Context: an optimization exercise on an open-source flow, tuned for small area and a short achievable clock period. The choices shown serve that exercise and are no tape-out recipe.
RTL that was checked went through simulation tests only; none was proved equivalent to the original.

==> module filter_mlab, before the edit <==
module filter_mlab
               (
                i_clk,
                i_clk_enable,
                i_reset_n,
                filter_in,
                filter_out
                );
  input   i_clk;
  input   i_clk_enable;
  input   i_reset_n;
  input   signed [17:0] filter_in;
  output  signed [17:0] filter_out;
  reg  [3:0] cur_count;             
  reg  [3:0] vcnt;                  
  reg  signed [17:0] r [0:10];
  reg  signed [17:0] output_register;
  wire       is_s = cur_count[3];   
  reg  [3:0] sel1;                  
  reg  [3:0] sel2;                  
  wire [3:0] cnt_n  = is_s ? 4'd0 : cur_count + 4'd1;
  wire [3:0] vcnt_n = (is_s && vcnt != 4'd11) ? vcnt + 4'd1 : vcnt;
  function v;
    input [3:0] vc;
    input [3:0] a;
    v = (a < vc);
  endfunction
  reg [3:0] s1_n, s2_n;
  always @* begin
    s1_n = 4'd0;
    s2_n = 4'd0;
    case (cnt_n)
      4'd0: begin s1_n[0] = v(vcnt_n, 4'd7);  s2_n[0] = v(vcnt_n, 4'd6); end
      4'd1: begin s1_n[1] = v(vcnt_n, 4'd1);  s2_n[1] = v(vcnt_n, 4'd1); end
      4'd2: begin s1_n[1] = v(vcnt_n, 4'd7);  s2_n[0] = v(vcnt_n, 4'd7); end
      4'd3: begin s1_n[2] = v(vcnt_n, 4'd2);                             end
      4'd4: begin s1_n[3] = v(vcnt_n, 4'd9);  s2_n[2] = v(vcnt_n, 4'd5); end
      4'd5: begin s1_n[2] = v(vcnt_n, 4'd3);                             end
      4'd6: begin s1_n[3] = v(vcnt_n, 4'd10);                            end
      4'd7: begin s1_n[0] = v(vcnt_n, 4'd5);  s2_n[3] = v(vcnt_n, 4'd5); end
      default: begin s1_n[1] = v(vcnt_n, 4'd10); s2_n[1] = v(vcnt_n, 4'd10); end
    endcase
  end
  always @(posedge i_clk or negedge i_reset_n)
    if (!i_reset_n) begin
      cur_count <= 4'd8;
      vcnt      <= 4'd0;
      sel1      <= 4'd0;
      sel2      <= 4'd0;
    end
    else if (i_clk_enable) begin
      cur_count <= cnt_n;
      vcnt      <= vcnt_n;
      sel1      <= s1_n;
      sel2      <= s2_n;
    end
  integer i;
  always @(posedge i_clk)
    if (i_clk_enable) begin
      r[0] <= is_s ? filter_in : r[10];
      for (i = 1; i < 11; i = i + 1)
        r[i] <= r[i-1];
    end
  wire [24:0] x5  = {{7{r[5][17]}},  r[5]};
  wire [24:0] x8  = {{7{r[8][17]}},  r[8]};
  wire [24:0] x10 = {{7{r[10][17]}}, r[10]};
  wire [24:0] v1 = ({25{sel1[0]}} & x8)
                 | ({25{sel1[1]}} & (x10 << 2))
                 | ({25{sel1[2]}} & (x10 << 3))
                 | ({25{sel1[3]}} & (x8 << 3));
  wire [24:0] v2 = ({25{sel2[0]}} & (x10 << 4))
                 | ({25{sel2[1]}} & x10)
                 | ({25{sel2[2]}} & (x5 << 3))
                 | ({25{sel2[3]}} & (x8 << 2));
  reg  [24:0] acc;
  reg         c1, c2;
  wire [24:0] base = is_s ? 25'd16 : acc;
  wire        ci1  = c1 & ~is_s;
  wire        ci2  = c2 & ~is_s;
  wire [24:0] nv1  = ~v1;
  wire [24:0] hs   = base ^ nv1 ^ v2;
  wire [24:0] hc   = (base & nv1) | (base & v2) | (nv1 & v2);
  wire [8:0]  s0   = {1'b0, hs[7:0]}   + {1'b0, hc[6:0], 1'b1};
  wire [9:0]  s1w  = {1'b0, hs[15:8], 1'b1} + {1'b0, hc[14:7], ci1};
  wire [9:0]  s2w  = {hs[24:16], 1'b1}      + {hc[23:15], ci2};
  wire [8:0]  s1   = s1w[9:1];
  wire [8:0]  s2   = s2w[9:1];
  always @(posedge i_clk)
    if (i_clk_enable) begin
      acc <= {s2[8:0], s1[7:0], s0[7:0]};
      c1  <= s0[8];
      c2  <= s1[8];
    end
  wire [16:0] hi   = acc[24:8] + {8'd0, c2, 7'd0, c1};
  wire [19:0] q    = {hi, acc[7:5]};
  wire        tie  = (acc[4:0] == 5'd0);
  wire        pos_ovf = ~q[19] & (q[18] | q[17]);
  wire        neg_ovf =  q[19] & ~(q[18] & q[17]);
  wire [17:0] yr   = {q[17:1], q[0] & ~tie};
  wire [17:0] y    = (vcnt == 4'd0) ? 18'd0 :
                     pos_ovf ? 18'h1ffff : neg_ovf ? 18'h20000 : yr;
  always @(posedge i_clk or negedge i_reset_n)
    if (!i_reset_n)
      output_register <= 18'sd0;
    else if (i_clk_enable && is_s)
      output_register <= y;
  assign filter_out = output_register;
endmodule
Settings: LEC_CHECK=0, CAP_MARGIN=20, CORE_MARGIN=2, CORE_UTILIZATION=40, SLEW_MARGIN=20; clock period 10.0 ns.
standard.sh (not shown) runs the stock make flow with config.mk's settings and CLKGATE_MAP_FILE= SYNTH_SCRIPT=/design/flow/synth_recipe.tcl, a recipe that flattens the netlist after the stock synthesis.
==> flow/flow/run.sh <==
#!/bin/bash
set -o pipefail
bash standard.sh 'SETUP_SLACK_MARGIN=7.0' 'CTS_CLUSTER_SIZE=30' 'CTS_CLUSTER_DIAMETER=60' 'BUFFER_PORTS_ARGS=-buffer_cell sky130_fd_sc_hd__buf_2' 'CORE_UTILIZATION=60' 'PLACE_DENSITY=0.75' finish 2>&1 | tee standard.log
Then changed:
--- a/flow/design.v
+++ b/flow/design.v
@@ -75,24 +75,25 @@
                  | ({25{sel2[3]}} & (x8 << 2));
   reg  [24:0] acc;
-  reg         c1, c2;
+  reg         c1, c2, c3;
   wire [24:0] base = is_s ? 25'd16 : acc;
   wire        ci1  = c1 & ~is_s;
   wire        ci2  = c2 & ~is_s;
+  wire        ci3  = c3 & ~is_s;
   wire [24:0] nv1  = ~v1;
   wire [24:0] hs   = base ^ nv1 ^ v2;
   wire [24:0] hc   = (base & nv1) | (base & v2) | (nv1 & v2);
-  wire [8:0]  s0   = {1'b0, hs[7:0]}   + {1'b0, hc[6:0], 1'b1};
-  wire [9:0]  s1w  = {1'b0, hs[15:8], 1'b1} + {1'b0, hc[14:7], ci1};
-  wire [9:0]  s2w  = {hs[24:16], 1'b1}      + {hc[23:15], ci2};
-  wire [8:0]  s1   = s1w[9:1];
-  wire [8:0]  s2   = s2w[9:1];
+  wire [6:0]  s0   = {1'b0, hs[5:0]}         + {1'b0, hc[4:0], 1'b1};
+  wire [7:0]  s1w  = {1'b0, hs[11:6], 1'b1}  + {1'b0, hc[10:5], ci1};
+  wire [7:0]  s2w  = {1'b0, hs[17:12], 1'b1} + {1'b0, hc[16:11], ci2};
+  wire [7:0]  s3w  = {hs[24:18], 1'b1}       + {hc[23:17], ci3};
   always @(posedge i_clk)
     if (i_clk_enable) begin
-      acc <= {s2[8:0], s1[7:0], s0[7:0]};
-      c1  <= s0[8];
-      c2  <= s1[8];
+      acc <= {s3w[7:1], s2w[6:1], s1w[6:1], s0[5:0]};
+      c1  <= s0[6];
+      c2  <= s1w[7];
+      c3  <= s2w[7];
     end
-  wire [16:0] hi   = acc[24:8] + {8'd0, c2, 7'd0, c1};
-  wire [19:0] q    = {hi, acc[7:5]};
+  wire [18:0] hi   = acc[24:6] + {c3, 5'd0, c2, 5'd0, c1};
+  wire [19:0] q    = {hi, acc[5]};
   wire        tie  = (acc[4:0] == 5'd0);
   wire        pos_ovf = ~q[19] & (q[18] | q[17]);
What happened: Clock-buffer cell count decreases by 1. Register-to-register slack gains 0.15 ns. Worst setup slack gains 0.099 ns. Clock skew hardly moves. Design area increases by 3.3%. First-iteration DRC count decreases by 21%. Non-clock buffer count stays the same. Cell count increases by 7.5%.
The RTL of the second run of this note was laid out without a check of its function.


## branch amber
The RTL this note starts from:
==> flow/design.v <==
`timescale 1 ns / 1 ns
module filter_mlab
               (
                i_clk,
                i_clk_enable,
                i_reset_n,
                filter_in,
                filter_out
                );
  input   i_clk;
  input   i_clk_enable;
  input   i_reset_n;
  input   signed [17:0] filter_in;
  output  signed [17:0] filter_out;
  reg  [3:0] cur_count;
  reg  [3:0] vcnt;                   
  reg  signed [17:0] r [0:10];
  reg  signed [24:0] acc;
  reg  signed [17:0] output_register;
  wire phase_8 = (cur_count == 4'd8) & i_clk_enable;
  always @(posedge i_clk or negedge i_reset_n)
    if (!i_reset_n)
      cur_count <= 4'd8;
    else if (i_clk_enable)
      cur_count <= (cur_count == 4'd8) ? 4'd0 : cur_count + 4'd1;
  always @(posedge i_clk or negedge i_reset_n)
    if (!i_reset_n)
      vcnt <= 4'd0;
    else if (phase_8 && vcnt != 4'd11)
      vcnt <= vcnt + 4'd1;
  integer i;
  always @(posedge i_clk)
    if (i_clk_enable) begin
      r[0] <= (cur_count == 4'd8) ? filter_in : r[10];
      for (i = 1; i < 11; i = i + 1)
        r[i] <= r[i-1];
    end
  wire               use8 = (cur_count == 4'd4) | (cur_count == 4'd6) | (cur_count == 4'd7);
  wire signed [17:0] xsel = use8 ? r[8] : r[10];
  reg  [3:0] age;
  always @* begin
    case (cur_count)
      4'd0: age = 4'd6;
      4'd1: age = 4'd1;
      4'd2: age = 4'd7;
      4'd3: age = 4'd2;
      4'd4: age = 4'd9;
      4'd5: age = 4'd3;
      4'd6: age = 4'd10;
      4'd7: age = 4'd5;
      default: age = 4'd10;
    endcase
  end
  wire valid = (age < vcnt);
  wire signed [17:0] xm = valid ? xsel : 18'sd0;
  wire signed [24:0] xs = {{7{xm[17]}}, xm};
  reg p1, n1, m4, m8, p16;
  always @* begin
    {p1, n1, m4, m8, p16} = 5'b00000;
    case (cur_count)
      4'd1, 4'd8:             {p1, m4} = 2'b11;         
      4'd3, 4'd4, 4'd5, 4'd6: m8 = 1'b1;                
      4'd2, 4'd7:             {n1, m4, p16} = 3'b111;   
      default:                p16 = 1'b1;               
    endcase
  end
  wire [24:0] t1 = (p1 | n1) ? (xs ^ {25{n1}}) : 25'd0;
  wire [24:0] t2 = m4 ? ~(xs << 2) : 25'd0;
  wire [24:0] t3 = m8 ? ~(xs << 3) : p16 ? (xs << 4) : 25'd0;
  wire [1:0]  kc = {1'b0, n1} + {1'b0, m4} + {1'b0, m8};
  wire [24:0] k  = {23'd0, kc};
  wire [24:0] base = (cur_count == 4'd8) ? 25'd0 : acc;
  wire [24:0] sum  = base + t1 + t2 + t3 + k;
  wire signed [19:0] q    = acc[24:5];
  wire               up   = acc[4] & ((|acc[3:0]) | acc[5]);
  wire signed [19:0] qr   = q + {19'd0, up};
  wire               pos_ovf = ~qr[19] & (qr[18] | qr[17]);
  wire               neg_ovf =  qr[19] & ~(qr[18] & qr[17]);
  wire signed [17:0] y    = pos_ovf ? 18'sh1ffff : neg_ovf ? 18'sh20000 : qr[17:0];
  always @(posedge i_clk or negedge i_reset_n)
    if (!i_reset_n)
      acc <= 25'sd0;
    else if (i_clk_enable)
      acc <= sum;
  always @(posedge i_clk or negedge i_reset_n)
    if (!i_reset_n)
      output_register <= 18'sd0;
    else if (phase_8)
      output_register <= y;
  assign filter_out = output_register;
endmodule
Settings: LEC_CHECK=0, CAP_MARGIN=20, CORE_MARGIN=2, CORE_UTILIZATION=40, SLEW_MARGIN=20; clock period 10.0 ns.
run.sh (not shown) runs the stock make flow with config.mk's settings and CLKGATE_MAP_FILE= SYNTH_SCRIPT=/design/flow/synth_recipe.tcl, a recipe that flattens the netlist after the stock synthesis.
Stock flow here: none of the scripts above is used.
For branch maple, these inputs were changed with respect to branch amber:
==> flow/design.v, changed modules only <==
module filter_mlab
               (
                i_clk,
                i_clk_enable,
                i_reset_n,
                filter_in,
                filter_out
                );
  input   i_clk;
  input   i_clk_enable;
  input   i_reset_n;
  input   signed [17:0] filter_in;
  output  signed [17:0] filter_out;
  reg  [3:0] cur_count;
  reg  [3:0] vcnt;                   
  reg  signed [17:0] d [0:10];       
  reg  signed [24:0] acc;
  reg  signed [17:0] output_register;
  wire phase_8 = (cur_count == 4'd8) & i_clk_enable;
  always @(posedge i_clk or negedge i_reset_n)
    if (!i_reset_n)
      cur_count <= 4'd8;
    else if (i_clk_enable)
      cur_count <= (cur_count == 4'd8) ? 4'd0 : cur_count + 4'd1;
  always @(posedge i_clk or negedge i_reset_n)
    if (!i_reset_n)
      vcnt <= 4'd0;
    else if (phase_8 && vcnt != 4'd11)
      vcnt <= vcnt + 4'd1;
  integer i;
  always @(posedge i_clk)
    if (phase_8) begin
      d[0] <= filter_in;
      for (i = 1; i < 11; i = i + 1)
        d[i] <= d[i-1];
    end
  reg  signed [17:0] xsel;
  reg  [3:0] age;
  always @* begin
    case (cur_count)
      4'd0: begin xsel = d[1];  age = 4'd1;  end
      4'd1: begin xsel = d[2];  age = 4'd2;  end
      4'd2: begin xsel = d[3];  age = 4'd3;  end
      4'd3: begin xsel = d[5];  age = 4'd5;  end
      4'd4: begin xsel = d[6];  age = 4'd6;  end
      4'd5: begin xsel = d[7];  age = 4'd7;  end
      4'd6: begin xsel = d[9];  age = 4'd9;  end
      4'd7: begin xsel = d[10]; age = 4'd10; end
      default: begin xsel = d[10]; age = 4'd10; end
    endcase
  end
  wire valid = (age < vcnt);
  wire signed [24:0] x1  = valid ? {{7{xsel[17]}}, xsel} : 25'sd0;
  wire signed [24:0] x3  = x1 + (x1 <<< 1);
  wire signed [24:0] x8  = x1 <<< 3;
  wire signed [24:0] x11 = x8 + x3;
  wire signed [24:0] x16 = x1 <<< 4;
  reg  signed [24:0] term;
  always @* begin
    case (cur_count)
      4'd0, 4'd8:             term = -x3;
      4'd1, 4'd2, 4'd6, 4'd7: term = -x8;
      4'd3, 4'd5:             term = x11;
      default:                term = x16;
    endcase
  end
  wire signed [19:0] q    = acc[24:5];
  wire               up   = acc[4] & ((|acc[3:0]) | acc[5]);
  wire signed [19:0] qr   = q + {19'd0, up};
  wire               pos_ovf = ~qr[19] & (qr[18] | qr[17]);
  wire               neg_ovf =  qr[19] & ~(qr[18] & qr[17]);
  wire signed [17:0] y    = pos_ovf ? 18'sh1ffff : neg_ovf ? 18'sh20000 : qr[17:0];
  always @(posedge i_clk or negedge i_reset_n)
    if (!i_reset_n)
      acc <= 25'sd0;
    else if (i_clk_enable)
      acc <= (cur_count == 4'd8) ? term : acc + term;
  always @(posedge i_clk or negedge i_reset_n)
    if (!i_reset_n)
      output_register <= 18'sd0;
    else if (phase_8)
      output_register <= y;
  assign filter_out = output_register;
endmodule
### Flow results
Fmax: branch maple lower than branch amber
Looking at branch amber and branch maple, the starting density of the core is a wash.
Against branch amber as the reference, branch maple delivers a higher clock buffer count.
Diff branch amber -> branch maple: routing usage on met1 went up by 4.8 points, global-route usage went up by 3.7 points, post-synth design cell area went up by 9.2%, multi-input gate area in the final layout went up by about 28%.
Synthesized cell count (branch maple vs. branch amber) increases by more than a quarter
Number of global-route vias before repair up 34% in branch maple wrt branch amber
branch maple vs. branch amber: transition time at the pin with the least slew margin went up by 180 ps.
In branch maple, the part of the cycle the worst path needs came out 29 points above the value in branch amber.
No run of this note included a check of the RTL's function; only the layout flow was run.


filter_mlab with an RTL version that a note above also has.
Size: about 780 cells after synthesis, roughly 260 flip-flops, ~39 I/O pins, roughly 0.011 sq mm of cells after synthesis.
// filter_mlab
module filter_mlab
               (
                i_clk,
                i_clk_enable,
                i_reset_n,
                filter_in,
                filter_out
                );
export LEC_CHECK = 0
export CAP_MARGIN = 20
export CORE_MARGIN = 2
export CORE_UTILIZATION = 40
export SLEW_MARGIN = 20
create_clock -name core_clock -period 10.0 [get_ports {i_clk}]
standard.sh (not shown) runs the stock make flow with config.mk's settings and CLKGATE_MAP_FILE= SYNTH_SCRIPT=/design/flow/synth_recipe.tcl, a recipe that flattens the netlist after the stock synthesis.
==> flow/flow/run.sh <==
#!/bin/bash
set -o pipefail
bash standard.sh 'SETUP_SLACK_MARGIN=6.9' 'CTS_CLUSTER_SIZE=30' 'CTS_CLUSTER_DIAMETER=60' 'BUFFER_PORTS_ARGS=-buffer_cell sky130_fd_sc_hd__buf_2' 'CORE_UTILIZATION=60' 'PLACE_DENSITY=0.75' finish 2>&1 | tee standard.log
The starting point finished with timing, DRC and antenna clean.
Rerun with:
--- a/flow/design.v
+++ b/flow/design.v
@@ -63,23 +63,24 @@
         r[i] <= r[i-1];
     end
-  wire [24:0] x5  = {{7{r[5][17]}},  r[5]};
-  wire [24:0] x8  = {{7{r[8][17]}},  r[8]};
-  wire [24:0] x10 = {{7{r[10][17]}}, r[10]};
-  wire [24:0] v1 = ({25{sel1[0]}} & x8)
-                 | ({25{sel1[1]}} & (x10 << 2))
-                 | ({25{sel1[2]}} & (x10 << 3))
-                 | ({25{sel1[3]}} & (x8 << 3));
-  wire [24:0] v2 = ({25{sel2[0]}} & (x10 << 4))
-                 | ({25{sel2[1]}} & x10)
-                 | ({25{sel2[2]}} & (x5 << 3))
-                 | ({25{sel2[3]}} & (x8 << 2));
+  wire [21:0] x5  = {{4{r[5][17]}},  r[5]};
+  wire [21:0] x8  = {{4{r[8][17]}},  r[8]};
+  wire [21:0] x10 = {{4{r[10][17]}}, r[10]};
+  wire [21:0] v1 = ({22{sel1[0]}} & x8)
+                 | ({22{sel1[1]}} & (x10 << 2))
+                 | ({22{sel1[2]}} & (x10 << 3))
+                 | ({22{sel1[3]}} & (x8 << 3));
+  wire [21:0] v2 = ({22{sel2[0]}} & (x10 << 4))
+                 | ({22{sel2[1]}} & x10)
+                 | ({22{sel2[2]}} & (x5 << 3))
+                 | ({22{sel2[3]}} & (x8 << 2));
+  wire [21:0] u1 = {v1[21], ~v1[20:0]};
+  wire [21:0] u2 = {~v2[21], v2[20:0]};
   reg  [24:0] acc;
   reg         c1, c2;
-  wire [24:0] base = is_s ? 25'd16 : acc;
+  wire [24:0] base = is_s ? 25'h1c00010 : acc;
   wire        ci1  = c1 & ~is_s;
   wire        ci2  = c2 & ~is_s;
-  wire [24:0] nv1  = ~v1;
-  wire [24:0] hs   = base ^ nv1 ^ v2;
-  wire [24:0] hc   = (base & nv1) | (base & v2) | (nv1 & v2);
+  wire [24:0] hs   = {base[24:22], base[21:0] ^ u1 ^ u2};
+  wire [24:0] hc   = {3'b000, (base[21:0] & u1) | (base[21:0] & u2) | (u1 & u2)};
   wire [8:0]  s0   = {1'b0, hs[7:0]}   + {1'b0, hc[6:0], 1'b1};
   wire [9:0]  s1w  = {1'b0, hs[15:8], 1'b1} + {1'b0, hc[14:7], ci1};
What happened: The changed run finished with timing, DRC and antenna clean; sequential cell count does not change; sequential share of layout area fell by 1.3 points; register-to-register slack loses 0.06 ns; worst hold slack stays flat; wire length is higher by 4.9%; via count is higher by 4.1%; area after synthesis rises by 1.5%; die area goes up by 1.5%; design area climbs by 2.1%; first-iteration DRC count climbs by 31%.
Function not checked in the second run of this note: the RTL went through the layout flow alone.

what the ideal ports hide:
The flow's constraints put no driver on any port. The routed layouts listed below were extracted and timed again, unchanged, in two steps.
Step 1 (the two cells are an assumption about what drives the block):
set clk [get_ports {i_clk}]
set_driving_cell -lib_cell sky130_fd_sc_hd__clkbuf_16 $clk
set_driving_cell -lib_cell sky130_fd_sc_hd__buf_2 [delete_from_list [all_inputs] $clk]
Step 2 moves the port delays by t, midway between the first and last clock arrival at a register: inputs arrive t later, outputs are due t later. That takes back most of the time a late clock gives input paths.
Slacks: ideal ports / drivers / drivers and shift; pairs: ideal ports / drivers.
run | t (ns) | slack for setup (ns) | worst data-port slew with drivers (ns) | pins driven straight from the clock port
the first run of note 1 | 0.558 | 6.857 / 6.857 / 6.425 | 0.15 | 1
the second run of note 1 | 0.538 | 6.956 / 6.911 / 6.457 | 0.13 | 1
branch amber | 0.580 | 3.712 / 3.712 / 3.712 | 0.05 | 1
branch maple | 0.601 | 0.782 / 0.782 / 0.782 | 0.04 | 1
the first run of note 3 | 0.533 | 6.947 / 6.923 / 6.412 | 0.13 | 1
the second run of note 3 | 0.559 | 6.889 / 6.884 / 6.409 | 0.15 | 1
After both steps every run listed still meets setup and hold. The setup slack of the first run of note 3, which loses most, moves by -0.024 ns with the drivers and by -0.535 ns with both steps.
